Background: an optimization exercise with open tools, aiming at small area and a short achievable clock period. Do not read the settings as production practice.
At most, simulation tests tie the RTL to the original design; equivalence was not proved.
No functional check of the RTL was part of runs 4 and 7.
The clock input has no modelled driver; a real chip could not lean on it and would need a root buffer or a full tree.
Power figures rest on the tool's default switching activity, not on a simulated workload.

==> design.v <==
`timescale 1ns / 1ps
module alu128_top(
    input  logic         clk,
    input  logic [127:0] op1,
    input  logic [127:0] op2,
    input  logic [2:0]   opsel,
    input  logic         mode,
    output logic [127:0] result
    );
    logic [127:0] op1_q;
    logic [127:0] op2_q;
    logic [2:0]   opsel_q;
    logic         mode_q;
    logic [127:0] result_d;
    always_ff @(posedge clk) begin
        op1_q   <= op1;
        op2_q   <= op2;
        opsel_q <= opsel;
        mode_q  <= mode;
        result  <= result_d;
    end
    midterm128bit ALU (
        .op1(op1_q),
        .op2(op2_q),
        .opsel(opsel_q),
        .mode(mode_q),
        .result(result_d)
    );
endmodule

module complementer(input A, output Y);
    assign Y = ~A;
endmodule
module mux2to1(input logic A, input logic B, input logic sel, output Y);
    assign Y = sel ? B : A;
endmodule
module fulladder(input logic thing_a, thing_b, thing_cin, output logic arith_result, arith_Cout);
    assign arith_result = thing_a ^ thing_b ^ thing_cin;
    assign arith_Cout = (thing_a & thing_b) | (thing_cin & (thing_a ^ thing_b));
endmodule
module alu_mux2i(input logic s, input logic a0, input logic a1, output logic y);
    assign y = ~(s ? a1 : a0);
endmodule
module alu_xnor2(input logic a, input logic b, output logic y);
    assign y = ~(a ^ b);
endmodule
module alu_nand2(input logic a, input logic b, output logic y);
    assign y = ~(a & b);
endmodule
module alu_nor2(input logic a, input logic b, output logic y);
    assign y = ~(a | b);
endmodule
module alu_o22ai(input logic a1, input logic a2, input logic b1, input logic b2, output logic y);
    assign y = ~((a1 | a2) & (b1 | b2));
endmodule
module midterm1bit(
    input  logic a, b, cin, y0n, y1n, kp, kpn, kgn, kc,
    output logic r, cout, pk, gn
    );
    logic y, pn, x, u, vn;
    alu_mux2i ys(.s(b), .a0(y0n), .a1(y1n), .y(y));           
    alu_xnor2 pp(.a(a), .b(y), .y(pn));                        
    alu_nand2 gg(.a(a), .b(y), .y(gn));                        
    alu_nor2  pq(.a(pn), .b(kpn), .y(pk));                     
    alu_nand2 cx(.a(pk), .b(cin), .y(x));                      
    alu_nand2 co(.a(x), .b(gn), .y(cout));                     
    alu_o22ai uu(.a1(pn), .a2(kpn), .b1(gn), .b2(kgn), .y(u));  
    alu_nand2 vv(.a(cin), .b(kc), .y(vn));                     
    alu_xnor2 rs(.a(u), .b(vn), .y(r));                        
endmodule
module alu_carry(input logic pk, input logic gn, input logic c, output logic cout);
    logic x;
    alu_nand2 cx(.a(pk), .b(c), .y(x));
    alu_nand2 co(.a(x), .b(gn), .y(cout));
endmodule
module alu_inv(input logic a, output logic y);
    assign y = ~a;
endmodule
module alu_skip(input logic z, input logic allp, input logic c, output logic cout);
    assign cout = z | (allp & c);
endmodule
module alu_and_reduce #(parameter int N = 2) (input logic [N-1:0] a, output logic y);
    assign y = &a;
endmodule
module alu_ctrl(
    input  logic [2:0] opsel,
    input  logic       mode,
    output logic       y0n, y1n, cin, kp, kpn, kgn, kc
    );
    logic kg;
    always_comb begin
        kp = 1'b1; kg = 1'b0; kc = 1'b1; cin = 1'b0;
        y0n = 1'b1; y1n = 1'b0;
        if (!mode) begin
            case (opsel)
                3'b001: begin y0n = 1'b0; y1n = 1'b1; end                     
                3'b011: begin y0n = 1'b0; y1n = 1'b1; cin = 1'b1; end         
                3'b010, 3'b100: begin y0n = 1'b1; y1n = 1'b1; end             
                3'b101: begin y0n = 1'b0; y1n = 1'b0; end                     
                default: ;                                                     
            endcase
        end else begin
            kc = 1'b0;
            case (opsel)
                3'b000: begin kp = 1'b0; kg = 1'b1; end                       
                3'b001: kg = 1'b1;                                             
                3'b010: ;                                                      
                3'b011: begin y0n = 1'b0; y1n = 1'b0; end                     
                default: begin kp = 1'b0; kc = 1'b1; y0n = 1'b0; y1n = 1'b0; end  
            endcase
        end
    end
    assign kpn = ~kp;
    assign kgn = ~kg;
endmodule
module midterm128bit(
    input  logic [127:0] op1,
    input  logic [127:0] op2,
    input  logic [2:0]   opsel,
    input  logic         mode,
    output logic [127:0] result
    );
    localparam int NF = 16;
    logic [1:0] y0n, y1n, cin, kp, kpn, kgn, kc;
    for (genvar j = 0; j < 2; j++) begin : ctl
        alu_ctrl C(.opsel(opsel), .mode(mode), .y0n(y0n[j]), .y1n(y1n[j]), .cin(cin[j]),
                   .kp(kp[j]), .kpn(kpn[j]), .kgn(kgn[j]), .kc(kc[j]));
    end
    localparam int SK = 50, SE = 78;
    logic [128:0] c;    
    logic [127:0] pk, gn;
    logic allp, cs;
    assign c[0] = cin[0];
    genvar i;
    for (i = 0; i < 128; i++) begin : bit_
        logic ci;
        if (i == SE) begin : sk
            assign ci = cs;
        end else begin : rp
            assign ci = c[i];
        end
        localparam int H = (i < NF) ? 0 : 1;
        midterm1bit M(
            .a(op1[i]), .b(op2[i]), .cin(ci), .y0n(y0n[H]), .y1n(y1n[H]),
            .kp(kp[H]), .kpn(kpn[H]), .kgn(kgn[H]), .kc(kc[H]), .r(result[i]), .cout(c[i+1]),
            .pk(pk[i]), .gn(gn[i]));
    end
    logic [SE:SK+1] z;
    alu_inv z0(.a(gn[SK]), .y(z[SK+1]));
    for (i = SK + 1; i < SE; i++) begin : zc
        alu_carry zk(.pk(pk[i]), .gn(gn[i]), .c(z[i]), .cout(z[i+1]));
    end
    alu_and_reduce #(.N(SE - SK)) ap(.a(pk[SE-1:SK]), .y(allp));
    alu_skip sk(.z(z[SE]), .allp(allp), .c(c[SK]), .cout(cs));
endmodule
==> flow/run.sh <==
#!/bin/bash
# Layout flow: the standard ORFS flow (standard.sh) with
#  - the I/O port buffers made the smallest buffer, sky130_fd_sc_hd__buf_1;
#  - a clock tree of larger clusters and without dummy loads;
#  - after clock tree synthesis, the tree's root buffer taken out when it
#    drives only a few clock buffers, so that the clock port drives them.
set -euo pipefail
cd "$(dirname "$0")/.."
export BUFFER_PORTS_ARGS="-buffer_cell sky130_fd_sc_hd__buf_1"
export CTS_ARGS="-sink_clustering_enable -repair_clock_nets -dont_use_dummy_load -sink_clustering_size 32 -sink_clustering_max_diameter 80"
export POST_CTS_TCL="$PWD/flow/clock_root.tcl"
bash standard.sh > orfs_make.log 2>&1
==> flow/clock_root.tcl <==
proc remove_clock_root {} {
  set block [ord::get_db_block]
  set clk_net [$block findNet clk]
  set loads {}
  foreach it [$clk_net getITerms] {
    if {[$it isInputSignal]} { lappend loads [$it getInst] }
  }
  if {[llength $loads] != 1} { puts "remove_clock_root: clock port has [llength $loads] loads, left as is"; return }
  set root [lindex $loads 0]
  if {![string match "*clkbuf*" [[$root getMaster] getName]]} { return }
  set rnet [[$root findITerm X] getNet]
  set below {}
  foreach it [$rnet getITerms] {
    if {[$it isInputSignal]} { lappend below $it }
  }
  if {[llength $below] > 4} { puts "remove_clock_root: root drives [llength $below] cells, left as is"; return }
  foreach it $below {
    if {![string match "*clkbuf*" [[[$it getInst] getMaster] getName]]} { puts "remove_clock_root: root drives a non-buffer, left as is"; return }
  }
  foreach it $below { $it disconnect; $it connect $clk_net }
  [$root findITerm A] disconnect
  [$root findITerm X] disconnect
  odb::dbInst_destroy $root
  odb::dbNet_destroy $rnet
  puts "remove_clock_root: clock port now drives [llength $below] clock buffers"
}
remove_clock_root
==> standard.sh <==
#!/bin/bash
# synth_recipe.tcl (not shown) runs the flow's synth.tcl, then flattens the netlist and writes it again
# the make line also repeats each setting of config.mk as NAME=value (left out here)
make -C /OpenROAD-flow-scripts/flow DESIGN_CONFIG=/design/flow/config.mk WORK_HOME=/design/flow/orfs CLKGATE_MAP_FILE= SYNTH_SCRIPT=/design/flow/synth_recipe.tcl "${@:-finish}"
==> config.mk <==
export PLATFORM = sky130hd
export DESIGN_NAME = alu128_top
export DESIGN_NICKNAME = alu128_top
export VERILOG_FILES = /design/flow/design.v
export SDC_FILE = /design/flow/constraint.sdc
export NUM_CORES = 8
export LEC_CHECK = 0
export CAP_MARGIN = 20
export CORE_MARGIN = 2
export CORE_UTILIZATION = 60
export PLACE_DENSITY = 0.7
export SLEW_MARGIN = 20
export SYNTH_HIERARCHICAL = 1
==> constraint.sdc <==
create_clock -name core_clock -period 80.0 [get_ports {clk}]
set_input_delay 16.0000 -clock core_clock [delete_from_list [all_inputs] [get_ports {clk}]]
set_output_delay 16.0000 -clock core_clock [all_outputs]
set_load 0.01 [all_outputs]
==> flow_summary_export.csv, run 1 <==
group,metric,value,unit
yosys,yosys_warnings,8,
sta,finalSetupViolCount,0,
critical_path,crit_buf_inv,1,
drt,ant_nets,0,
yosys,avgSynthCellArea,9.19,um^2
sta,setup_slack,63070,ps
sta,tightest_slew,1150,ps
hold_path,hold_depth,3,
placement,dp_hpwl,25.8,mm
floorplanning,dieWidth,162,um
global_routing,grt-ovfl-total,0,
cts,clk_latency,390,ps
flow_run,max_cap_viol_count,0,
critical_path,cp_cell_sequence,"buf_1",
sta,rsz0062_at_grt,"no",
critical_path,cp_max_fo,1,
critical_path,worst-path-stages,1,
pwr,ir_drop,0.0215,mV
global_routing,antenna_found_initial,14,
placement,gp_congestion,0.830,
critical_path,cp_top_family,"flip-flops",
critical_path,cp.arrival,930,ps
critical_path,cp.required,64000,ps
drt,vias,12278,
finish,syn_to_final_growth,16.1,%
drt,drt_first_pass_iters,5,
finish,fillers,2018,
floorplanning,initial_core_util,61.3,%
sta,post-route-period-util,21.2,%
pwr,p_per_area,24.7,nW/um^2
drt,drt_wl_total,36.8,mm
sta,fin_crit,16940,ps
sta,max_slew_margin,23.3,%
finish,mostFrequentLayoutCell,"nand2_1",
hold_path,hold_path_class,"reg -> reg",
finish,stdcell_count,2373,
critical_path,slowest_delay,390,ps
placement,io_buffers,388,
drt,drc_errors,0,
global_routing,grt_max_degree,170,
finish,regArea,7770,um^2
sta,finalHoldViolCount,0,
critical_path,endpoint_kind,"primary output",
floorplanning,core,24300,um^2
floorplanning,die_h,162,um
floorplanning,io_pins,389,
finish,drive_above_1_share,1.62,%
drt,drtIter0Drc,819,
placement,post-place-ws,63480,ps
sta,finalSetupTns,0,ps
cts,cts.reportedPaths.clkPinSlew,110,ps
critical_path,critPathKind,"reg -> out",
sta,fmax,0.0590,GHz
global_routing,grt_pass1_wl,56.3,mm
yosys,syn_area,14900,um^2
critical_path,start_kind,"flop",
critical_path,reg2reg_depth,207,
finish,mostFrequentLayoutCells,"563 x nand2_1, 388 x buf_1, 388 x dfxtp_1, 256 x xnor2_1, 131 x nor2_1",
global_routing,grt_pass1_vias,11390,
finish,multi_input_area,7160,um^2
placement,dp_cells,2344,
pwr,power.leakage,0.00733,uW
yosys,synth_cells,1622,
critical_path,slowest_stage,"dfxtp_1",
sta,finalMaxSlewViolations,0,
sta,fin_worst_skew,33.3,ps
finish,finalNetCount,2298,
floorplanning,die-area,26100,um^2
drt,viasPerCell,5.17,
cts,clock_sinks,388,
drt,routedWlPerCell,15.5,um
status,status,"complete, no violations",
global_routing,track_usage,26.9,%
finish,fin_util,71.1,%
yosys,syn_nets,1883,
floorplanning,rows,57,
## cell type report
cell class | instances | area share [%]
inverters | 1 | 0.0217
diodes | 14 | 0.203
flip-flops and latches | 388 | 44.9
clock buffers | 15 | 2.17
well taps | 324 | 2.34
multi-input cells | 1233 | 41.4
repair buffers | 398 | 8.93
## layer usage
| layer | wire length (um) | track usage, % | vias up |
|---|---|---|---|
| li1 | - | - | 6186 |
| met2 | 17900 | 46.3 | 379 |
| met4 | 1220 | 11.1 | 2 |
| met5 | 13 | 0 | - |
| met3 | 2540 | 5.39 | 67 |
| met1 | 15100 | 32.9 | 5644 |
## report_power, final
part	switching [uW]	total (uW)	internal (uW)
clock	55.1	89.3	34.2
combinational	64.1	108	44.3
sequential	9.82	229	219
total	129	426	297
## final timing paths
check / startpoint / endpoint / slack, ps
worst max-delay path: result[72] / result[72] / 63070
worst min-delay path: op1_q[17] / result[17] / 630
worst max register to register: mode_q / result[127] / 64070
worst min register to register: op1_q[17] / result[17] / 630
## metrics by stage
stage | hold WS [ps] | cell area [um^2] | total power (uW)
floorplan | 561 | 14900 | 307
global placement | 595 | 16900 | 338
detailed placement | 607 | 16900 | 341
global route | 661 | 17300 | 448
finish | 631 | 17300 | 426
## state kept, by name, summed over array words and instances, names as in the netlist
register	flops
result	128
op2_q	128
mode_q	1
opsel_q	3
op1_q	128
==> run 2, diff against run 1 <==
--- a/flow/run.sh
+++ b/flow/run.sh
@@ -9,3 +9,3 @@
 export BUFFER_PORTS_ARGS="-buffer_cell sky130_fd_sc_hd__buf_1"
-export CTS_ARGS="-sink_clustering_enable -repair_clock_nets -dont_use_dummy_load -sink_clustering_size 32 -sink_clustering_max_diameter 80"
+export CTS_ARGS="-sink_clustering_enable -repair_clock_nets -dont_use_dummy_load -sink_clustering_size 36 -sink_clustering_max_diameter 60"
 export POST_CTS_TCL="$PWD/flow/clock_root.tcl"
--- a/config.mk
+++ b/config.mk
@@ -9,4 +9,4 @@
 export CORE_MARGIN = 2
-export CORE_UTILIZATION = 60
-export PLACE_DENSITY = 0.7
+export CORE_UTILIZATION = 72
+export PLACE_DENSITY = 0.8
 export SLEW_MARGIN = 20
==> run 2 against run 1 <==
- still clean on timing, DRC and antenna
- sequential share of layout area decreased by 0.15 points
- design area grew 0.33%
- global-route usage up 7.3 points
- routed wire length rose by 5.3%
- clock skew is 31 ps higher
- non-clock buffer count stayed put
- core utilization increased by 14 points
- via count increased by 3.6%
- sequential power about the same
- worst hold slack worse by 7.4 ps
- setup slack better by 5.4 ps
- critical path type unchanged
- largest cell class unchanged
- largest power group unchanged
==> flow_summary_export.csv, run 2 <==
group,metric,value,unit
cts,clk_latency,430,ps
global_routing,antenna_found_initial,8,
critical_path,cp_cell_sequence,"buf_1",
critical_path,cp_top_family,"flip-flops",
sta,finalMaxSlewViolations,0,
yosys,syn_area,14900,um^2
sta,finalSetupTns,0,ps
critical_path,start_kind,"flop",
pwr,pwr-share-comb,25.1,%
finish,mostFrequentLayoutCell,"nand2_1",
finish,fillers,1181,
floorplanning,die_h,148,um
global_routing,grt_pass1_wl,60.1,mm
critical_path,critPathKind,"reg -> out",
critical_path,slowest_stage,"dfxtp_1",
finish,finalInstanceArea,17400,um^2
hold_path,hold_path_class,"reg -> reg",
drt,drt_first_pass_iters,5,
yosys,avgSynthCellArea,9.19,um^2
global_routing,grt_max_degree,172,
placement,io_buffers,388,
critical_path,endpoint_kind,"primary output",
finish,mostFrequentLayoutCells,"563 x nand2_1, 388 x buf_1, 388 x dfxtp_1, 256 x xnor2_1, 131 x nor2_1",
drt,viasPerCell,5.49,
floorplanning,io_pins,389,
sta,fin_worst_skew,64.1,ps
finish,syn_to_final_growth,16.5,%
finish,finalNetCount,2304,
flow_run,max_cap_viol_count,0,
critical_path,crit_buf_inv,1,
critical_path,rr_endpoint,"result[127]",
pwr,pwr-share-seq,51.5,%
critical_path,r2r_start,"opsel_q[2]",
pwr,p_sw,134,uW
drt,routedWlPerCell,16.7,um
floorplanning,rows,52,
sta,finalHoldViolCount,0,
drt,drc_errors,0,
critical_path,slowest_delay,360,ps
global_routing,track_usage,34.2,%
placement,gp_congestion,0.857,
sta,tightest_slew,962,ps
drt,drt_wl_total,38.7,mm
sta,max_slew_margin,35.9,%
hold_path,hold_end,"result[102]",
pwr,p_per_area,25.6,nW/um^2
sta,post-route-period-util,21.2,%
pwr,clkPwrFrac,23.4,%
drt,drtIter0Drc,777,
cts,clock_sinks,388,
finish,reg_top3,"op1_q: 128 flops, op2_q: 128 flops, result: 128 flops",
sta,rsz0062_at_grt,"no",
pwr,ir_drop,0.0233,mV
critical_path,cp.required,64000,ps
drt,vias,12720,
floorplanning,initial_core_util,73.4,%
yosys,yosys_warnings,8,
sta,fmax,0.0591,GHz
global_routing,grt-ovfl-total,0,
critical_path,cp_max_fo,1,
placement,dpl_cell_area,16800,um^2
critical_path,r2r_slack,63760,ps
sta,fin_crit,16930,ps
critical_path,crit_start,"result[98]",
pwr,p_int,310,uW
floorplanning,core,20300,um^2
floorplanning,dieWidth,148,um
sta,finalSetupViolCount,0,
pwr,swShare,30.2,%
hold_path,hold_depth,3,
hold_path,min-delay-start,"op1_q[102]",
floorplanning,die-area,21900,um^2
placement,dp_hpwl,27.0,mm
cts,cts.reportedPaths.clkPinSlew,80,ps
drt,ant_nets,0,
critical_path,cp.arrival,930,ps
finish,drive_above_1_share,1.91,%
yosys,synth_cells,1622,
status,status,"complete, no violations",
global_routing,grt_pass1_vias,12418,
pwr,power.leakage,0.00741,uW
yosys,syn_nets,1883,
critical_path,reg2reg_depth,207,
run 2: power by group through the flow:
| stage | combinational (uW) | clock (uW) | sequential (uW) |
|---|---|---|---|
| floorplan | 66.3 | 0 | 241 |
| global placement | 105 | 0 | 232 |
| detailed placement | 109 | 0 | 233 |
| global route | 121 | 111 | 231 |
| finish | 111 | 104 | 229 |
run 2: how the worst max path moves through the flow:
stage	to	slack, ps	cells after the start
floorplan	result[127]	60880	174
global placement	result[77]	63490	1
detailed placement	result[77]	63490	1
global route	result[127]	61480	207
finish	result[98]	63070	1
run 2: final cells by class:
cell class | count | area, um^2 | area share, %
well taps | 270 | 338 | 1.95
flip-flops and latches | 388 | 7770 | 44.8
multi-input cells | 1233 | 7160 | 41.3
clock buffers | 21 | 526 | 3.03
repair buffers | 398 | 1540 | 8.90
diodes | 4 | 10.0 | 0.0577
inverters | 1 | 3.75 | 0.0216
run 2: layer usage:
| metal | share of wire [%] | track usage (%) |
|---|---|---|
| met5 | 0.15 | 0 |
| met4 | 6.4 | 19.4 |
| met3 | 8.1 | 6.02 |
| met2 | 49 | 60.2 |
| met1 | 36 | 39.2 |
run 2: per-stage QoR:
stage	hold slack (ps)	setup slack, ps	utilization (%)	power, uW	std cells
2_1_floorplan	561	60880	-	307	1622
3_3_place_gp	590	63490	82.8	337	2290
3_5_place_dp	615	63490	82.8	342	2290
5_1_grt	677	61480	85.5	463	2315
6_report	624	63070	85.5	444	2315
==> run 3, diff against run 2 <==
--- a/flow/run.sh
+++ b/flow/run.sh
@@ -2,2 +2,4 @@
 # Layout flow: the standard ORFS flow (standard.sh) with
+#  - logic cells that synthesis sized up set back to drive strength 1 after
+#    floorplanning (repair_design buffers what needs it);
 #  - the I/O port buffers made the smallest buffer, sky130_fd_sc_hd__buf_1;
@@ -8,4 +10,5 @@
 cd "$(dirname "$0")/.."
+export POST_FLOORPLAN_TCL="$PWD/flow/downsize.tcl"
 export BUFFER_PORTS_ARGS="-buffer_cell sky130_fd_sc_hd__buf_1"
-export CTS_ARGS="-sink_clustering_enable -repair_clock_nets -dont_use_dummy_load -sink_clustering_size 36 -sink_clustering_max_diameter 60"
+export CTS_ARGS="-sink_clustering_enable -repair_clock_nets -dont_use_dummy_load -sink_clustering_size 32 -sink_clustering_max_diameter 80"
 export POST_CTS_TCL="$PWD/flow/clock_root.tcl"
==> flow/downsize.tcl (new file) <==
# Logic cells that synthesis sized up (drive strength 2 or more) go back to
# drive strength 1; repair_design buffers any net that then needs it.
proc downsize_logic {} {
  set db [ord::get_db]
  set block [ord::get_db_block]
  set n 0
  foreach inst [$block getInsts] {
    set m [[$inst getMaster] getName]
    if {![regexp {^(sky130_fd_sc_hd__(a|o|nand|nor|and|or|xor|xnor|mux|inv|maj)[0-9a-z]*)_([2-9]|1[0-9])$} $m -> base]} { continue }
    if {[regexp {dfxtp|clkbuf|buf_|dly} $m]} { continue }
    set small [$db findMaster ${base}_1]
    if {$small eq "NULL"} { continue }
    $inst swapMaster $small
    incr n
  }
  puts "downsize_logic: $n cells set to drive strength 1"
}
downsize_logic
--- a/config.mk
+++ b/config.mk
@@ -9,4 +9,4 @@
 export CORE_MARGIN = 2
-export CORE_UTILIZATION = 72
-export PLACE_DENSITY = 0.8
+export CORE_UTILIZATION = 60
+export PLACE_DENSITY = 0.7
 export SLEW_MARGIN = 20
==> run 3 against run 2 <==
- global-route usage down 7.5 points
- worst hold slack better by 6.9 ps
- via count down 3.9%
- routed wire length down 5.4%
- design area down 0.39%
- count of clock-buffer cells in the layout down 6
- power down 4.2%
- register-to-register slack better by 410 ps
- sequential cell count unchanged
- sequential power about the same
==> flow_summary_export.csv, run 3 <==
group,metric,value,unit
global_routing,grt_pass1_wl,56.0,mm
global_routing,antenna_found_initial,14,
pwr,ir_drop,0.0232,mV
drt,drtIter0Drc,660,
flow_run,max_cap_viol_count,0,
status,status,"complete, no violations",
floorplanning,rows,57,
sta,post-route-period-util,21.2,%
floorplanning,dieWidth,162,um
yosys,synth_cells,1622,
sta,whs,631,ps
sta,fmax,0.0590,GHz
placement,dp_hpwl,25.8,mm
critical_path,crit_start,"result[38]",
critical_path,endpoint_kind,"primary output",
floorplanning,die-area,26100,um^2
floorplanning,io_pins,389,
yosys,syn_nets,1883,
drt,ant_nets,0,
pwr,power.leakage,0.00733,uW
cts,clk_latency,390,ps
drt,drt_first_pass_iters,5,
yosys,syn_area,14900,um^2
sta,setup_slack,63040,ps
sta,finalSetupTns,0,ps
yosys,avgSynthCellArea,9.19,um^2
critical_path,cp_top_family,"flip-flops",
critical_path,rr_endpoint,"result[127]",
sta,finalMaxSlewViolations,0,
hold_path,hold_depth,3,
placement,gp_congestion,0.852,
sta,fin_worst_skew,44.2,ps
floorplanning,die_h,162,um
global_routing,grt_pass1_vias,11457,
global_routing,track_usage,26.7,%
critical_path,cp_max_fo,1,
finish,mostFrequentLayoutCell,"nand2_1",
hold_path,min-delay-start,"op1_q[46]",
critical_path,cp.arrival,960,ps
critical_path,reg2reg_depth,207,
sta,tightest_slew,1030,ps
sta,rsz0062_at_grt,"no",
drt,drt_wl_total,36.6,mm
sta,fin_crit,16960,ps
critical_path,cp.required,64000,ps
global_routing,grt_max_degree,91,
critical_path,r2r_slack,64170,ps
hold_path,hold_path_class,"reg -> reg",
finish,syn_to_final_growth,16.0,%
placement,io_buffers,388,
sta,max_slew_margin,31.1,%
cts,cts.reportedPaths.clkPinSlew,110,ps
critical_path,start_kind,"flop",
yosys,yosys_warnings,8,
cts,clock_sinks,388,
floorplanning,initial_core_util,61.3,%
drt,routedWlPerCell,15.4,um
hold_path,hold_end,"result[46]",
pwr,p_per_area,24.6,nW/um^2
floorplanning,core,24300,um^2
critical_path,r2r_start,"opsel_q[2]",
finish,stdcell_count,2377,
placement,dp_cells,2345,
drt,drc_errors,0,
sta,finalSetupViolCount,0,
finish,mostFrequentLayoutCells,"563 x nand2_1, 388 x buf_1, 388 x dfxtp_1, 256 x xnor2_1, 131 x nor2_1",
critical_path,crit_buf_inv,1,
critical_path,critPathKind,"reg -> out",
finish,finalNetCount,2299,
sta,finalHoldViolCount,0,
critical_path,cp_cell_sequence,"buf_1",
global_routing,grt-ovfl-total,0,
finish,reg_top3,"op1_q: 128 flops, op2_q: 128 flops, result: 128 flops",
drt,vias,12227,
placement,post-place-ws,63470,ps
finish,drive_above_1_share,1.52,%
pwr,power.total,425,uW
critical_path,slowest_stage,"dfxtp_1",
critical_path,slowest_delay,400,ps
drt,viasPerCell,5.14,
run 3: area by class of cell:
type	count	area, um^2
clock buffer	15	375
inverter	1	3.75
tap	324	405
timing repair buffer	399	1540
fill	2022	7040
antenna	17	42.5
sequential	388	7770
multi-input combinational	1233	7150
run 3: report_power, final:
| part | leakage [uW] | total, uW | internal [uW] | switching, uW |
|---|---|---|---|---|
| Combinational | 0.00388 | 109 | 44.3 | 64.7 |
| Clock | 0.000185 | 88.2 | 34.2 | 54.0 |
| Sequential | 0.00327 | 228 | 219 | 9.22 |
run 3: metrics by stage:
step           utilization [%]  instance area [um^2]
6_report                  71.1                 17300
5_1_grt                   71.0                 17300
3_5_place_dp              69.3                 16900
3_3_place_gp              69.3                 16900
2_1_floorplan                -                 14900
run 3: layer usage:
layer | vias up | global-route usage (%) | routed length, um
li1 | 6172 | - | -
met1 | 5641 | 31.7 | 15000
met2 | 344 | 46.2 | 17700
met3 | 66 | 6.09 | 2590
met4 | 4 | 11.8 | 1260
met5 | - | 0 | 29
run 3: worst max path at each step:
| stage | endpoint | slack (ps) | cells after the start |
|---|---|---|---|
| after floorplan | result[127] | 60880 | 174 |
| after global placement | result[38] | 63480 | 1 |
| after detailed placement | result[38] | 63470 | 1 |
| after global routing | result[127] | 61670 | 207 |
| final | result[38] | 63040 | 1 |
==> run 4, diff against run 3 <==
==> design.v (replaced) <==
`timescale 1ns / 1ps
module alu128_top(
    input  logic         clk,
    input  logic [127:0] op1,
    input  logic [127:0] op2,
    input  logic [2:0]   opsel,
    input  logic         mode,
    output logic [127:0] result
    );
    logic [127:0] op1_q;
    logic [127:0] op2_q;
    logic [2:0]   opsel_q;
    logic         mode_q;
    logic [127:0] result_d;
    always_ff @(posedge clk) begin
        op1_q   <= op1;
        op2_q   <= op2;
        opsel_q <= opsel;
        mode_q  <= mode;
        result  <= result_d;
    end
    midterm128bit ALU (
        .op1(op1_q),
        .op2(op2_q),
        .opsel(opsel_q),
        .mode(mode_q),
        .result(result_d)
    );
endmodule

module complementer(input A, output Y);
    assign Y = ~A;
endmodule
module mux2to1(input logic A, input logic B, input logic sel, output Y);
    assign Y = sel ? B : A;
endmodule
module fulladder(input logic thing_a, thing_b, thing_cin, output logic arith_result, arith_Cout);
    assign arith_result = thing_a ^ thing_b ^ thing_cin;
    assign arith_Cout = (thing_a & thing_b) | (thing_cin & (thing_a ^ thing_b));
endmodule
module alu_mux4(input logic s1, input logic s0, input logic a0, input logic a1,
                input logic a2, input logic a3, output logic y);
    assign y = s1 ? (s0 ? a3 : a2) : (s0 ? a1 : a0);
endmodule
module alu_mux2i(input logic s, input logic a0, input logic a1, output logic y);
    assign y = ~(s ? a1 : a0);
endmodule
module alu_inv(input logic a, output logic y);
    assign y = ~a;
endmodule
module alu_nand2(input logic a, input logic b, output logic y);
    assign y = ~(a & b);
endmodule
module alu_nor2(input logic a, input logic b, output logic y);
    assign y = ~(a | b);
endmodule
module alu_xor2(input logic a, input logic b, output logic y);
    assign y = a ^ b;
endmodule
module alu_xnor2(input logic a, input logic b, output logic y);
    assign y = ~(a ^ b);
endmodule
module alu_zstart(input logic p, input logic a, output logic yn);
    assign yn = ~(~p & a);
endmodule
module alu_skip(input logic z, input logic allp, input logic c, output logic cout);
    assign cout = z | (allp & c);
endmodule
module alu_and_reduce #(parameter int N = 2) (input logic [N-1:0] a, output logic y);
    assign y = &a;
endmodule
module midterm1bit #(parameter int ODD = 0) (
    input  logic a, b, cin, t0, t1, t2, t3, kc,
    output logic r, cout, p, ad
    );
    alu_mux4 pm(.s1(a), .s0(b), .a0(t0), .a1(t1), .a2(t2), .a3(t3), .y(p));
    if (ODD == 0) begin : e
        logic vn;
        alu_mux2i ch(.s(p), .a0(a), .a1(cin), .y(cout));          
        alu_nand2 vv(.a(cin), .b(kc), .y(vn));                     
        alu_xnor2 rs(.a(p), .b(vn), .y(r));                        
    end else begin : o
        logic v;
        alu_inv   ai(.a(a), .y(ad));                               
        alu_mux2i ch(.s(p), .a0(ad), .a1(cin), .y(cout));         
        alu_nor2  vv(.a(cin), .b(kc), .y(v));                      
        alu_xor2  rs(.a(p), .b(v), .y(r));                         
    end
endmodule
module alu_ctrl(
    input  logic [2:0] opsel,
    input  logic       mode,
    output logic [3:0] t,
    output logic       kc, kcn, cin
    );
    always_comb begin
        kc = 1'b1; cin = 1'b0;
        if (!mode) begin
            case (opsel)
                3'b001: t = 4'b1001;                        
                3'b011: begin t = 4'b1001; cin = 1'b1; end  
                3'b010, 3'b100: t = 4'b1100;                
                3'b101: t = 4'b0011;                        
                default: t = 4'b0110;                       
            endcase
        end else begin
            kc = 1'b0;
            case (opsel)
                3'b000: t = 4'b1000;                        
                3'b001: t = 4'b1110;                        
                3'b010: t = 4'b0110;                        
                3'b011: t = 4'b0011;                        
                default: begin t = 4'b0000; kc = 1'b1; end  
            endcase
        end
    end
    assign kcn = ~kc;
endmodule
module midterm128bit(
    input  logic [127:0] op1,
    input  logic [127:0] op2,
    input  logic [2:0]   opsel,
    input  logic         mode,
    output logic [127:0] result
    );
    localparam int NF = 16;
    logic [3:0] t [2];
    logic [1:0] kc, kcn, cin;
    for (genvar j = 0; j < 2; j++) begin : ctl
        alu_ctrl C(.opsel(opsel), .mode(mode), .t(t[j]), .kc(kc[j]), .kcn(kcn[j]), .cin(cin[j]));
    end
    localparam int SK = 44, SE = 86;
    logic [128:0] c;      
    logic [127:0] p, ad;
    logic allp, cs;
    assign c[0] = cin[0];
    genvar i;
    for (i = 0; i < 128; i++) begin : bit_
        localparam int H = (i < NF) ? 0 : 1;
        logic ci;
        if (i == SE) begin : sk
            assign ci = cs;
        end else begin : rp
            assign ci = c[i];
        end
        midterm1bit #(.ODD(i % 2)) M(
            .a(op1[i]), .b(op2[i]), .cin(ci),
            .t0(t[H][0]), .t1(t[H][1]), .t2(t[H][2]), .t3(t[H][3]),
            .kc((i % 2) ? kcn[H] : kc[H]),
            .r(result[i]), .cout(c[i+1]), .p(p[i]), .ad(ad[i]));
    end
    logic [SE:SK+1] z;
    alu_zstart z0(.p(p[SK]), .a(op1[SK]), .yn(z[SK+1]));
    for (i = SK + 1; i < SE; i++) begin : zc
        alu_mux2i zk(.s(p[i]), .a0((i % 2) ? ad[i] : op1[i]), .a1(z[i]), .y(z[i+1]));
    end
    alu_and_reduce #(.N(SE - SK)) ap(.a(p[SE-1:SK]), .y(allp));
    alu_skip sk(.z(z[SE]), .allp(allp), .c(c[SK]), .cout(cs));
endmodule
--- a/flow/run.sh
+++ b/flow/run.sh
@@ -2,4 +2,2 @@
 # Layout flow: the standard ORFS flow (standard.sh) with
-#  - logic cells that synthesis sized up set back to drive strength 1 after
-#    floorplanning (repair_design buffers what needs it);
 #  - the I/O port buffers made the smallest buffer, sky130_fd_sc_hd__buf_1;
@@ -10,3 +8,2 @@
 cd "$(dirname "$0")/.."
-export POST_FLOORPLAN_TCL="$PWD/flow/downsize.tcl"
 export BUFFER_PORTS_ARGS="-buffer_cell sky130_fd_sc_hd__buf_1"
removed: flow/downsize.tcl
==> run 4 against run 3 <==
- still clean
- combinational power shrank 6%
- die area is 2.4% lower
- sequential power about the same
- clock skew about the same
==> flow_summary_export.csv, run 4 <==
group,metric,value,unit
pwr,ir_drop,0.0250,mV
placement,post-place-ws,62950,ps
floorplanning,dieWidth,160,um
sta,tightest_slew,909,ps
yosys,synth_cells,1060,
sta,finalSetupViolCount,0,
yosys,syn_area,14500,um^2
global_routing,grt_pass1_wl,52.6,mm
critical_path,cp_max_fo,1,
placement,dp_hpwl,24.8,mm
floorplanning,die-area,25500,um^2
critical_path,rr_endpoint,"result[127]",
sta,rsz0062_at_grt,"no",
sta,setup_slack,63030,ps
placement,io_buffers,388,
floorplanning,io_pins,389,
sta,fmax,0.0589,GHz
drt,vias,9642,
critical_path,slowest_delay,410,ps
finish,fin_util,71.4,%
drt,routedWlPerCell,19.2,um
placement,gp_congestion,0.824,
sta,fin_worst_skew,44.3,ps
global_routing,track_usage,26.6,%
placement,dpl_cell_area,16400,um^2
yosys,syn_nets,1321,
critical_path,cp_top_family,"flip-flops",
critical_path,cp.required,64000,ps
hold_path,min-delay-start,"op1_q[127]",
status,status,"complete, no violations",
sta,finalSetupTns,0,ps
sta,post-route-period-util,21.2,%
finish,reg_top3,"op1_q: 128 flops, op2_q: 128 flops, result: 128 flops",
drt,drc_errors,0,
pwr,p_per_area,24.9,nW/um^2
critical_path,slowest_stage,"dfxtp_1",
hold_path,hold_depth,2,
critical_path,crit_buf_inv,1,
critical_path,reg2reg_depth,91,
finish,drive_above_1_share,10.9,%
critical_path,cp_cell_sequence,"buf_1",
finish,finalNetCount,1727,
global_routing,grt_pass1_vias,9558,
critical_path,worst-path-stages,1,
yosys,avgSynthCellArea,13.7,um^2
cts,clk_latency,390,ps
floorplanning,initial_core_util,61.6,%
floorplanning,die_h,160,um
finish,syn_to_final_growth,15.9,%
pwr,power.leakage,0.00686,uW
drt,routed.top_layer,"met5",
drt,wl_met3,2.56,mm
sta,finalHoldViolCount,0,
sta,fin_crit,16970,ps
drt,met2WireLength,17.2,mm
cts,cts.reportedPaths.clkPinSlew,110,ps
finish,mostFrequentLayoutCells,"388 x buf_1, 388 x dfxtp_1, 169 x mux2i_1, 128 x mux4_2, 69 x nand2_1",
drt,drt_first_pass_iters,4,
finish,stdcell_count,1798,
drt,drt_wl_total,34.5,mm
drt,viasPerCell,5.36,
yosys,yosys_warnings,12,
floorplanning,rows,56,
hold_path,hold_end,"result[127]",
floorplanning,core,23600,um^2
critical_path,r2r_slack,63040,ps
drt,m1WireLength,13.4,mm
finish,finalInstanceArea,16900,um^2
critical_path,critPathKind,"reg -> out",
global_routing,antenna_found_initial,16,
finish,fillers,1764,
critical_path,cp.arrival,970,ps
critical_path,start_kind,"flop",
hold_path,hold_path_class,"reg -> reg",
drt,drtIter0Drc,553,
sta,finalMaxSlewViolations,0,
cts,clock_sinks,388,
critical_path,r2r_start,"mode_q",
critical_path,endpoint_kind,"primary output",
placement,dp_cells,1768,
drt,ant_nets,0,
flow_run,max_cap_viol_count,0,
global_routing,grt_max_degree,77,
global_routing,grt-ovfl-total,0,
sta,max_slew_margin,39.2,%
run 4: how the worst max path moves through the flow:
| stage | start | end |
|---|---|---|
| 2_1_floorplan | opsel_q[0] | result[127] |
| 3_3_place_gp | mode_q | result[127] |
| 3_5_place_dp | mode_q | result[127] |
| 5_1_grt | mode_q | result[127] |
| 6_report | result[41] | result[41] |
run 4: tightest hold or removal path: cells and delay by family (launching register included):
kind,cells,cell delay [ps]
DFF,1,330
xor gates and xnor gates,1,60
muxes,1,180
run 4: layout make-up:
type	count	area, um^2	share of cell area (%)
Antenna cell	15	37.5	0.223
Multi-Input combinational cell	601	6520	38.7
Tap cell	319	399	2.37
Clock buffer	15	375	2.23
Timing Repair Buffer	395	1510	8.95
Sequential cell	388	7770	46.1
Inverter	65	244	1.45
run 4: per-layer routing:
metal	up-vias	GRT usage, %
met2	345	45.6
li1	4562	-
met5	-	0
met3	73	6.23
met1	4654	32.5
met4	8	11.0
run 4: power breakdown:
part	internal (uW)	switching (uW)	total (uW)	leakage (uW)
sequential	220	9.83	229	0.00327
combinational	45.9	56.2	102	0.00341
clock	34.2	54.2	88.4	0.000185
run 4: stage by stage:
| stage | total power (uW) | hold slack, ps |
|---|---|---|
| finish | 420 | 598 |
| detailed placement | 336 | 586 |
| global placement | 334 | 590 |
| floorplan | 302 | 572 |
| global route | 440 | 614 |
==> run 5, diff against run 4 <==
--- a/design.v
+++ b/design.v
@@ -125,35 +125,43 @@
     );
-    localparam int NF = 16;
-    logic [3:0] t [2];
+    localparam int NF = 12;
+    logic [3:0] t0, t1;
     logic [1:0] kc, kcn, cin;
-    for (genvar j = 0; j < 2; j++) begin : ctl
-        alu_ctrl C(.opsel(opsel), .mode(mode), .t(t[j]), .kc(kc[j]), .kcn(kcn[j]), .cin(cin[j]));
-    end
-    localparam int SK = 44, SE = 86;
+    alu_ctrl C0(.opsel(opsel), .mode(mode), .t(t0), .kc(kc[0]), .kcn(kcn[0]), .cin(cin[0]));
+    alu_ctrl C1(.opsel(opsel), .mode(mode), .t(t1), .kc(kc[1]), .kcn(kcn[1]), .cin(cin[1]));
+    localparam int NB = 2;
+    localparam logic [8*NB-1:0] BS = {8'd66, 8'd28};
+    localparam logic [8*NB-1:0] BE = {8'd92, 8'd52};
     logic [128:0] c;      
+    logic [127:0] ci;     
     logic [127:0] p, ad;
-    logic allp, cs;
+    logic [NB-1:0] cs;    
     assign c[0] = cin[0];
-    genvar i;
+    genvar i, k;
     for (i = 0; i < 128; i++) begin : bit_
-        localparam int H = (i < NF) ? 0 : 1;
-        logic ci;
-        if (i == SE) begin : sk
-            assign ci = cs;
+        logic [3:0] t;
+        assign t = (i < NF) ? t0 : t1;
+        if (i == BE[7:0]) begin : sk0
+            assign ci[i] = cs[0];
+        end else if (i == BE[15:8]) begin : sk1
+            assign ci[i] = cs[1];
         end else begin : rp
-            assign ci = c[i];
+            assign ci[i] = c[i];
         end
         midterm1bit #(.ODD(i % 2)) M(
-            .a(op1[i]), .b(op2[i]), .cin(ci),
-            .t0(t[H][0]), .t1(t[H][1]), .t2(t[H][2]), .t3(t[H][3]),
-            .kc((i % 2) ? kcn[H] : kc[H]),
+            .a(op1[i]), .b(op2[i]), .cin(ci[i]),
+            .t0(t[0]), .t1(t[1]), .t2(t[2]), .t3(t[3]),
+            .kc((i % 2) ? kcn[i < NF ? 0 : 1] : kc[i < NF ? 0 : 1]),
             .r(result[i]), .cout(c[i+1]), .p(p[i]), .ad(ad[i]));
     end
-    logic [SE:SK+1] z;
-    alu_zstart z0(.p(p[SK]), .a(op1[SK]), .yn(z[SK+1]));
-    for (i = SK + 1; i < SE; i++) begin : zc
-        alu_mux2i zk(.s(p[i]), .a0((i % 2) ? ad[i] : op1[i]), .a1(z[i]), .y(z[i+1]));
+    for (k = 0; k < NB; k++) begin : blk
+        localparam int S = BS[8*k +: 8], E = BE[8*k +: 8];
+        logic [E:S+1] z;
+        logic allp;
+        alu_zstart z0(.p(p[S]), .a(op1[S]), .yn(z[S+1]));
+        for (i = S + 1; i < E; i++) begin : zc
+            alu_mux2i zk(.s(p[i]), .a0((i % 2) ? ad[i] : op1[i]), .a1(z[i]), .y(z[i+1]));
+        end
+        alu_and_reduce #(.N(E - S)) ap(.a(p[E-1:S]), .y(allp));
+        alu_skip sk(.z(z[E]), .allp(allp), .c(ci[S]), .cout(cs[k]));
     end
-    alu_and_reduce #(.N(SE - SK)) ap(.a(p[SE-1:SK]), .y(allp));
-    alu_skip sk(.z(z[SE]), .allp(allp), .c(c[SK]), .cout(cs));
 endmodule
==> run 5 against run 4 <==
- non-clock buffer count decreased by 1
- via count about the same
- die area increased by 0.67%
- design area increased by 0.50%
- power increased by 0.28%
- largest cell class unchanged
- largest power group unchanged
==> flow_summary_export.csv, run 5 <==
group,metric,value,unit
critical_path,r2r_start,"mode_q",
drt,drt_wl_total,34.1,mm
floorplanning,core,24100,um^2
critical_path,slowest_stage,"dfxtp_1",
floorplanning,io_pins,389,
drt,routedWlPerCell,18.9,um
sta,rsz0062_at_grt,"no",
sta,fin_crit,16950,ps
finish,finalInstanceArea,16900,um^2
sta,finalSetupViolCount,0,
global_routing,antenna_found_initial,7,
critical_path,cp_cell_sequence,"buf_1",
sta,finalMaxSlewViolations,0,
placement,gp_congestion,0.807,
yosys,syn_area,14600,um^2
sta,post-route-period-util,21.2,%
critical_path,endpoint_kind,"primary output",
cts,clk_latency,400,ps
yosys,yosys_warnings,10,
sta,max_slew_margin,28.8,%
critical_path,cp.arrival,950,ps
global_routing,grt_pass1_vias,9617,
floorplanning,initial_core_util,60.7,%
flow_run,max_cap_viol_count,0,
placement,dp_cells,1782,
sta,finalHoldViolCount,0,
global_routing,grt_max_degree,78,
sta,fmax,0.0590,GHz
finish,stdcell_count,1804,
finish,finalNetCount,1736,
critical_path,r2r_slack,63910,ps
cts,clock_sinks,388,
finish,mostFrequentLayoutCells,"388 x buf_1, 388 x dfxtp_1, 175 x mux2i_1, 128 x mux4_2, 69 x nand2_1",
critical_path,crit_buf_inv,1,
pwr,power.leakage,0.00690,uW
global_routing,grt_pass1_wl,51.6,mm
placement,dp_hpwl,24.0,mm
hold_path,min-delay-start,"op1_q[57]",
critical_path,cp.required,64000,ps
yosys,syn_nets,1331,
finish,reg_top3,"op1_q: 128 flops, op2_q: 128 flops, result: 128 flops",
pwr,power.total,421,uW
placement,dpl_cell_area,16500,um^2
sta,tightest_slew,1060,ps
drt,vias,9649,
drt,ant_nets,0,
finish,drive_above_1_share,10.9,%
critical_path,start_kind,"flop",
global_routing,track_usage,25.9,%
floorplanning,die-area,25700,um^2
floorplanning,rows,57,
critical_path,slowest_delay,390,ps
drt,drt_first_pass_iters,5,
pwr,p_per_area,24.9,nW/um^2
global_routing,grt-ovfl-total,0,
sta,finalSetupTns,0,ps
cts,cts.reportedPaths.clkPinSlew,110,ps
yosys,synth_cells,1070,
drt,viasPerCell,5.35,
finish,syn_to_final_growth,15.7,%
floorplanning,dieWidth,160,um
critical_path,cp_top_family,"flip-flops",
drt,drc_errors,0,
sta,fin_worst_skew,58.1,ps
drt,drtIter0Drc,634,
critical_path,cp_max_fo,1,
pwr,ir_drop,0.0239,mV
floorplanning,die_h,160,um
hold_path,hold_path_class,"reg -> reg",
status,status,"complete, no violations",
yosys,avgSynthCellArea,13.7,um^2
placement,io_buffers,388,
critical_path,critPathKind,"reg -> out",
critical_path,crit_start,"result[26]",
==> run 5: path summary, 6_finish.rpt <==
path            endpoint  cells after the start
min           result[58]                      4
max reg2reg  result[127]                     84
min reg2reg   result[58]                      4
max           result[26]                      1
==> run 5: cell type report <==
type	count	area (um^2)
Sequential cell	388	7770
Fill cell	1871	7170
Multi-Input combinational cell	611	6620
Timing Repair Buffer	394	1500
Tap cell	324	405
Clock buffer	15	375
Inverter	65	244
Antenna cell	7	17.5
==> run 5: per-layer routing <==
layer / global-route usage, % / share of wire (%)
met1: 32.2 / 39
met3: 6.47 / 7.8
met2: 44.8 / 51
met4: 7.90 / 2.7
met5: 0 / 0.038
==> run 5: stage by stage <==
stage          setup slack [ps]  util [%]  hold slack [ps]
6_report                  63050      70.3              619
5_1_grt                   62000      70.2              631
3_5_place_dp              63480      68.6              612
3_3_place_gp              63480      68.6              583
2_1_floorplan             63670         -              572
==> run 5: where the power goes <==
part | internal [uW] | switching, uW | total (uW) | leakage (uW)
registers | 220 | 9.63 | 229 | 0.00327
clock network | 34.2 | 54.1 | 88.3 | 0.000185
logic | 46.3 | 57.2 | 103 | 0.00344
total | 300 | 121 | 421 | 0.00690
==> run 6, diff against run 5 <==
--- a/flow/run.sh
+++ b/flow/run.sh
@@ -2,2 +2,4 @@
 # Layout flow: the standard ORFS flow (standard.sh) with
+#  - logic cells that synthesis sized up set back to drive strength 1 after
+#    floorplanning (repair_design buffers what needs it);
 #  - the I/O port buffers made the smallest buffer, sky130_fd_sc_hd__buf_1;
@@ -8,2 +10,3 @@
 cd "$(dirname "$0")/.."
+export POST_FLOORPLAN_TCL="$PWD/flow/downsize.tcl"
 export BUFFER_PORTS_ARGS="-buffer_cell sky130_fd_sc_hd__buf_1"
==> flow/downsize.tcl (new file) <==
# Logic cells that synthesis sized up (drive strength 2 or more) go back to
# drive strength 1; repair_design buffers any net that then needs it.
proc downsize_logic {} {
  set db [ord::get_db]
  set block [ord::get_db_block]
  set n 0
  foreach inst [$block getInsts] {
    set m [[$inst getMaster] getName]
    if {![regexp {^(sky130_fd_sc_hd__(a|o|nand|nor|and|or|xor|xnor|mux2|inv|maj)[0-9a-z]*)_([2-9]|1[0-9])$} $m -> base]} { continue }
    if {[regexp {dfxtp|clkbuf|buf_|dly} $m]} { continue }
    set small [$db findMaster ${base}_1]
    if {$small eq "NULL"} { continue }
    $inst swapMaster $small
    incr n
  }
  puts "downsize_logic: $n cells set to drive strength 1"
}
downsize_logic
==> run 6 against run 5 <==
- count of clock-buffer cells in the layout stayed put
- worst hold slack worse by 9.0 ps
- highest routed layer unchanged
- largest cell class unchanged
- critical path type unchanged
- largest power group unchanged
- critical path depth did not move
==> flow_summary_export.csv, run 6 <==
group,metric,value,unit
cts,clock_sinks,388,
pwr,swShare,28.7,%
sta,finalSetupViolCount,0,
drt,viasPerCell,5.34,
finish,reg_top3,"op1_q: 128 flops, op2_q: 128 flops, result: 128 flops",
critical_path,start_kind,"flop",
pwr,p_sw,121,uW
hold_path,hold_path_class,"reg -> reg",
pwr,pwr-share-seq,54.4,%
placement,io_buffers,388,
sta,finalSetupTns,0,ps
critical_path,cp.required,64000,ps
yosys,syn_nets,1331,
critical_path,reg2reg_depth,84,
flow_run,max_cap_viol_count,0,
drt,drc_errors,0,
cts,clk_latency,390,ps
sta,fmax,0.0590,GHz
drt,drtIter0Drc,606,
finish,syn_to_final_growth,15.7,%
drt,routedWlPerCell,19.2,um
placement,gp_congestion,0.800,
hold_path,hold_depth,2,
finish,mostFrequentLayoutCells,"388 x buf_1, 388 x dfxtp_1, 175 x mux2i_1, 128 x mux4_2, 69 x nand2_1",
yosys,syn_area,14600,um^2
critical_path,cp_cell_sequence,"buf_1",
finish,drive_above_1_share,10.6,%
pwr,pwr-share-comb,24.7,%
critical_path,cp.arrival,960,ps
sta,finalMaxSlewViolations,0,
global_routing,grt_max_degree,74,
sta,fin_worst_skew,32.6,ps
placement,dp_hpwl,24.5,mm
critical_path,crit_buf_inv,1,
pwr,ir_drop,0.0228,mV
drt,drt_wl_total,34.8,mm
yosys,synth_cells,1070,
floorplanning,die-area,25700,um^2
sta,rsz0062_at_grt,"no",
critical_path,worst-path-stages,1,
global_routing,track_usage,26.6,%
yosys,yosys_warnings,10,
sta,fin_crit,16960,ps
sta,post-route-period-util,21.2,%
critical_path,critPathKind,"reg -> out",
pwr,power.leakage,0.00690,uW
sta,tightest_slew,798,ps
floorplanning,dieWidth,160,um
critical_path,slowest_delay,390,ps
critical_path,slowest_stage,"dfxtp_1",
floorplanning,core,24100,um^2
pwr,p_int,300,uW
global_routing,grt-ovfl-total,0,
pwr,power.total,421,uW
critical_path,cp_top_family,"flip-flops",
drt,drt_first_pass_iters,4,
floorplanning,die_h,160,um
cts,cts.reportedPaths.clkPinSlew,110,ps
drt,vias,9673,
status,status,"complete, no violations",
sta,finalHoldViolCount,0,
drt,ant_nets,0,
critical_path,cp_max_fo,1,
global_routing,grt_pass1_wl,52.9,mm
floorplanning,rows,57,
yosys,avgSynthCellArea,13.7,um^2
sta,max_slew_margin,46.8,%
pwr,p_per_area,24.9,nW/um^2
floorplanning,io_pins,389,
global_routing,antenna_found_initial,13,
critical_path,endpoint_kind,"primary output",
floorplanning,initial_core_util,60.7,%
global_routing,grt_pass1_vias,9872,
pwr,clkPwrFrac,20.9,%
finish,finalNetCount,1738,
## run 6: path summary, 6_finish.rpt
check | start | endpoint | slack (ps)
max | result[21] | result[21] | 63040
min | op1_q[127] | result[127] | 610
max reg2reg | mode_q | result[127] | 64090
min reg2reg | op1_q[127] | result[127] | 610
## run 6: metal layers
layer / part of all wire [%] / global-route usage [%]
met3: 7.6 / 6.70
met2: 50 / 46.2
met5: 0.078 / 0
met1: 39 / 32.2
met4: 2.9 / 9.54
## run 6: worst reg2reg max path: cells and delay by family (launching register included)
kind,cells,cell delay [ps]
muxes,78,13820
AOI/OAI and AO/OA,3,850
DFF,1,790
and+or+nand+nor,2,180
xor gates and xnor gates,1,170
## run 6: power by group through the flow
stage          sequential (uW)  clock (uW)  combinational [uW]
2_1_floorplan              243           0                60.3
3_3_place_gp               233           0                 103
3_5_place_dp               234           0                 104
5_1_grt                    232        96.8                 112
6_report                   229        87.8                 104
## run 6: cell type report
class	instances	area (um^2)
Antenna cell	11	27.5
Fill cell	1865	7160
Tap cell	324	405
Multi-Input combinational cell	611	6610
Sequential cell	388	7770
Clock buffer	15	375
Inverter	65	244
Timing Repair Buffer	396	1520
## run 6: through the flow
step                std cells  setup slack [ps]  hold slack, ps  cell area [um^2]  util (%)
floorplan                1070             63670             572             14600         -
global placement         1784             63480             594             16500      68.6
detailed placement       1784             63480             594             16500      68.6
global route             1807             61850             634             16900      70.3
finish                   1810             63040             610             16900      70.3
==> run 7, diff against run 6 <==
--- a/design.v
+++ b/design.v
@@ -71,5 +71,8 @@
 endmodule
+module alu_and2(input logic a, input logic b, output logic y);
+    assign y = a & b;
+endmodule
 module midterm1bit #(parameter int ODD = 0) (
-    input  logic a, b, cin, t0, t1, t2, t3, kc,
-    output logic r, cout, p, ad
+    input  logic a, b, cin, t0, t1, t2, t3, kg,
+    output logic r, cout, p, ag
     );
@@ -77,12 +80,9 @@
     if (ODD == 0) begin : e
-        logic vn;
-        alu_mux2i ch(.s(p), .a0(a), .a1(cin), .y(cout));          
-        alu_nand2 vv(.a(cin), .b(kc), .y(vn));                     
-        alu_xnor2 rs(.a(p), .b(vn), .y(r));                        
+        alu_and2  gg(.a(a), .b(kg), .y(ag));                       
+        alu_mux2i ch(.s(p), .a0(ag), .a1(cin), .y(cout));         
+        alu_xor2  rs(.a(p), .b(cin), .y(r));                       
     end else begin : o
-        logic v;
-        alu_inv   ai(.a(a), .y(ad));                               
-        alu_mux2i ch(.s(p), .a0(ad), .a1(cin), .y(cout));         
-        alu_nor2  vv(.a(cin), .b(kc), .y(v));                      
-        alu_xor2  rs(.a(p), .b(v), .y(r));                         
+        alu_nand2 gg(.a(a), .b(kg), .y(ag));                       
+        alu_mux2i ch(.s(p), .a0(ag), .a1(cin), .y(cout));         
+        alu_xnor2 rs(.a(p), .b(cin), .y(r));                       
     end
@@ -93,6 +93,6 @@
     output logic [3:0] t,
-    output logic       kc, kcn, cin
+    output logic       kg, cin
     );
     always_comb begin
-        kc = 1'b1; cin = 1'b0;
+        kg = 1'b1; cin = 1'b0;
         if (!mode) begin
@@ -106,3 +106,3 @@
         end else begin
-            kc = 1'b0;
+            kg = 1'b0;
             case (opsel)
@@ -112,3 +112,3 @@
                 3'b011: t = 4'b0011;                        
-                default: begin t = 4'b0000; kc = 1'b1; end  
+                default: begin t = 4'b0000; kg = 1'b1; end  
             endcase
@@ -116,3 +116,2 @@
     end
-    assign kcn = ~kc;
 endmodule
@@ -127,5 +126,5 @@
     logic [3:0] t0, t1;
-    logic [1:0] kc, kcn, cin;
-    alu_ctrl C0(.opsel(opsel), .mode(mode), .t(t0), .kc(kc[0]), .kcn(kcn[0]), .cin(cin[0]));
-    alu_ctrl C1(.opsel(opsel), .mode(mode), .t(t1), .kc(kc[1]), .kcn(kcn[1]), .cin(cin[1]));
+    logic [1:0] kg, cin;
+    alu_ctrl C0(.opsel(opsel), .mode(mode), .t(t0), .kg(kg[0]), .cin(cin[0]));
+    alu_ctrl C1(.opsel(opsel), .mode(mode), .t(t1), .kg(kg[1]), .cin(cin[1]));
     localparam int NB = 2;
@@ -135,3 +134,3 @@
     logic [127:0] ci;     
-    logic [127:0] p, ad;
+    logic [127:0] p, ag;
     logic [NB-1:0] cs;    
@@ -152,4 +151,4 @@
             .t0(t[0]), .t1(t[1]), .t2(t[2]), .t3(t[3]),
-            .kc((i % 2) ? kcn[i < NF ? 0 : 1] : kc[i < NF ? 0 : 1]),
-            .r(result[i]), .cout(c[i+1]), .p(p[i]), .ad(ad[i]));
+            .kg(kg[i < NF ? 0 : 1]),
+            .r(result[i]), .cout(c[i+1]), .p(p[i]), .ag(ag[i]));
     end
@@ -159,5 +158,5 @@
         logic allp;
-        alu_zstart z0(.p(p[S]), .a(op1[S]), .yn(z[S+1]));
+        alu_zstart z0(.p(p[S]), .a(ag[S]), .yn(z[S+1]));
         for (i = S + 1; i < E; i++) begin : zc
-            alu_mux2i zk(.s(p[i]), .a0((i % 2) ? ad[i] : op1[i]), .a1(z[i]), .y(z[i+1]));
+            alu_mux2i zk(.s(p[i]), .a0(ag[i]), .a1(z[i]), .y(z[i+1]));
         end
--- a/flow/run.sh
+++ b/flow/run.sh
@@ -2,4 +2,2 @@
 # Layout flow: the standard ORFS flow (standard.sh) with
-#  - logic cells that synthesis sized up set back to drive strength 1 after
-#    floorplanning (repair_design buffers what needs it);
 #  - the I/O port buffers made the smallest buffer, sky130_fd_sc_hd__buf_1;
@@ -10,3 +8,2 @@
 cd "$(dirname "$0")/.."
-export POST_FLOORPLAN_TCL="$PWD/flow/downsize.tcl"
 export BUFFER_PORTS_ARGS="-buffer_cell sky130_fd_sc_hd__buf_1"
removed: flow/downsize.tcl
==> run 7 against run 6 <==
- die area decreased by 0.82%
- count of clock-buffer cells in the layout unchanged
- combinational power about the same
- synthesized area decreased by 0.84%
- fmax decreased by 4.3%
- first-iteration DRC count decreased by 21%
- still clean
- critical endpoint is now result[127]
==> flow_summary_export.csv, run 7 <==
group,metric,value,unit
drt,drt_first_pass_iters,4,
sta,finalMaxSlewViolations,0,
yosys,syn_area,14500,um^2
global_routing,grt-ovfl-total,0,
pwr,power.leakage,0.00660,uW
sta,fmax,0.0565,GHz
sta,fin_crit,17710,ps
global_routing,grt_max_degree,92,
finish,fin_util,71.4,%
critical_path,slowest_delay,840,ps
finish,finalInstanceArea,16900,um^2
pwr,swShare,28.2,%
critical_path,path_common_cell,"mux2i_1",
finish,fillers,1741,
finish,syn_to_final_growth,16.1,%
pwr,ir_drop,0.0214,mV
placement,gp_congestion,0.852,
hold_path,hold_path_class,"reg -> reg",
drt,viasPerCell,5.35,
yosys,avgSynthCellArea,14.5,um^2
sta,finalHoldViolCount,0,
placement,io_buffers,388,
finish,reg_top3,"op1_q: 128 flops, op2_q: 128 flops, result: 128 flops",
sta,whs,587,ps
critical_path,slowest_stage,"dfxtp_1",
placement,dpl_cell_area,16500,um^2
sta,max_slew_margin,38.1,%
yosys,yosys_warnings,8,
floorplanning,core,23600,um^2
critical_path,crit_buf_inv,0,
sta,rsz0062_at_grt,"no",
floorplanning,die_h,160,um
critical_path,cp.required,80330,ps
drt,vias,9293,
placement,dp_hpwl,22.9,mm
cts,clock_sinks,388,
drt,ant_nets,0,
pwr,clkPwrFrac,20.6,%
cts,clk_latency,400,ps
finish,finalNetCount,1669,
critical_path,cp.arrival,18040,ps
critical_path,endpoint_kind,"flop",
pwr,p_sw,118,uW
critical_path,r2r_slack,62290,ps
yosys,syn_nets,1261,
drt,drtIter0Drc,477,
sta,fin_worst_skew,59.9,ps
sta,finalSetupViolCount,0,
critical_path,start_kind,"flop",
status,status,"complete, no violations",
pwr,p_per_area,24.9,nW/um^2
floorplanning,dieWidth,160,um
sta,tightest_slew,926,ps
flow_run,max_cap_viol_count,0,
yosys,synth_cells,1000,
pwr,pwr-share-seq,55.0,%
global_routing,grt_pass1_wl,50.0,mm
floorplanning,rows,56,
finish,mostFrequentLayoutCells,"388 x buf_1, 388 x dfxtp_1, 175 x mux2i_1, 128 x mux4_2, 66 x xor2_1",
critical_path,cp_max_fo,17,
sta,post-route-period-util,22.1,%
cts,cts.reportedPaths.clkPinSlew,110,ps
floorplanning,io_pins,389,
floorplanning,die-area,25500,um^2
critical_path,critPathKind,"reg -> reg",
drt,drt_wl_total,32.2,mm
drt,drc_errors,0,
finish,drive_above_1_share,11.5,%
pwr,pwr-share-comb,24.4,%
global_routing,antenna_found_initial,12,
floorplanning,initial_core_util,61.5,%
drt,routedWlPerCell,18.5,um
global_routing,grt_pass1_vias,9446,
global_routing,track_usage,24.8,%
sta,finalSetupTns,0,ps
pwr,p_int,301,uW
critical_path,cp_top_family,"multiplexers",
## run 7: final cells by class
| type | instances | area, um^2 | share of cell area (%) |
|---|---|---|---|
| Antenna cell | 12 | 30.0 | 0.178 |
| Clock buffer | 15 | 375 | 2.23 |
| Inverter | 2 | 7.51 | 0.0445 |
| Multi-Input combinational cell | 606 | 6770 | 40.2 |
| Sequential cell | 388 | 7770 | 46.1 |
| Tap cell | 319 | 399 | 2.37 |
| Timing Repair Buffer | 395 | 1510 | 8.95 |
## run 7: worst paths after layout
path,startpoint,end,cells after the start
worst max register to register,mode_q,result[127],82
worst max-delay path,mode_q,result[127],82
worst min-delay path,op1_q[120],result[120],2
worst min register to register,op1_q[120],result[120],2
## run 7: stage by stage
stage,setup WS [ps],cells,total power [uW]
after floorplan,61880,1000,303
after global routing,60030,1732,439
after global placement,62790,1710,336
final,62290,1737,419
after detailed placement,61960,1710,337
## run 7: worst min-delay path, cell delays in order, from the launching register on
cell and delay, ps:
dfxtp_1 320, mux4_2 210, xor2_1 60
## run 7: layer usage
layer / part of all wire [%] / GRT usage, % / vias to the layer above / wire (um)
met5: 0.090 / 0 / - / 29
met4: 4.1 / 10.3 / 4 / 1320
met3: 7.5 / 6.10 / 71 / 2430
met2: 49 / 42.4 / 325 / 15800
met1: 39 / 30.2 / 4430 / 12600
li1: - / - / 4463 / -
## run 7: power groups by stage
stage               registers [uW]  logic (uW)  clock network, uW
global placement               235         101                  0
global route                   233         110               95.7
floorplan                      244        58.9                  0
detailed placement             235         102                  0
finish                         231         102               86.4

==> separate check: timing with driven ports <==
How much do the figures lean on ideal ports? The routed layouts below were timed once more, with nothing changed but the port constraints. Step 1, drivers: a clkbuf_16 drives clk and a buf_2 each remaining input, both assumed. Step 2 adds t to the input delays and takes it off the output delays; t is the mean of the earliest and latest rising clock arrival at the registers after step 1. Input paths then give back, and output paths get back, about the clock's delay inside the block. Three values: ideal, step 1, step 2; two values: the first two.
run	t, ns	slack for setup (ns)	slew at the worst register clock pin (ns)	pins driven straight from the clock port
run 1	0.440	63.065 / 63.003 / 63.443	0.11 / 0.11	2
run 2	0.458	63.070 / 63.009 / 63.467	0.11 / 0.11	2
run 3	0.436	63.037 / 62.971 / 63.408	0.12 / 0.12	2
run 4	0.434	63.030 / 62.968 / 63.035	0.11 / 0.11	2
run 5	0.427	63.051 / 62.991 / 63.418	0.12 / 0.12	2
run 6	0.438	63.043 / 62.981 / 63.418	0.12 / 0.12	2
run 7	0.428	62.288 / 62.288 / 62.288	0.12 / 0.12	2
After both steps every run listed still meets setup and hold.
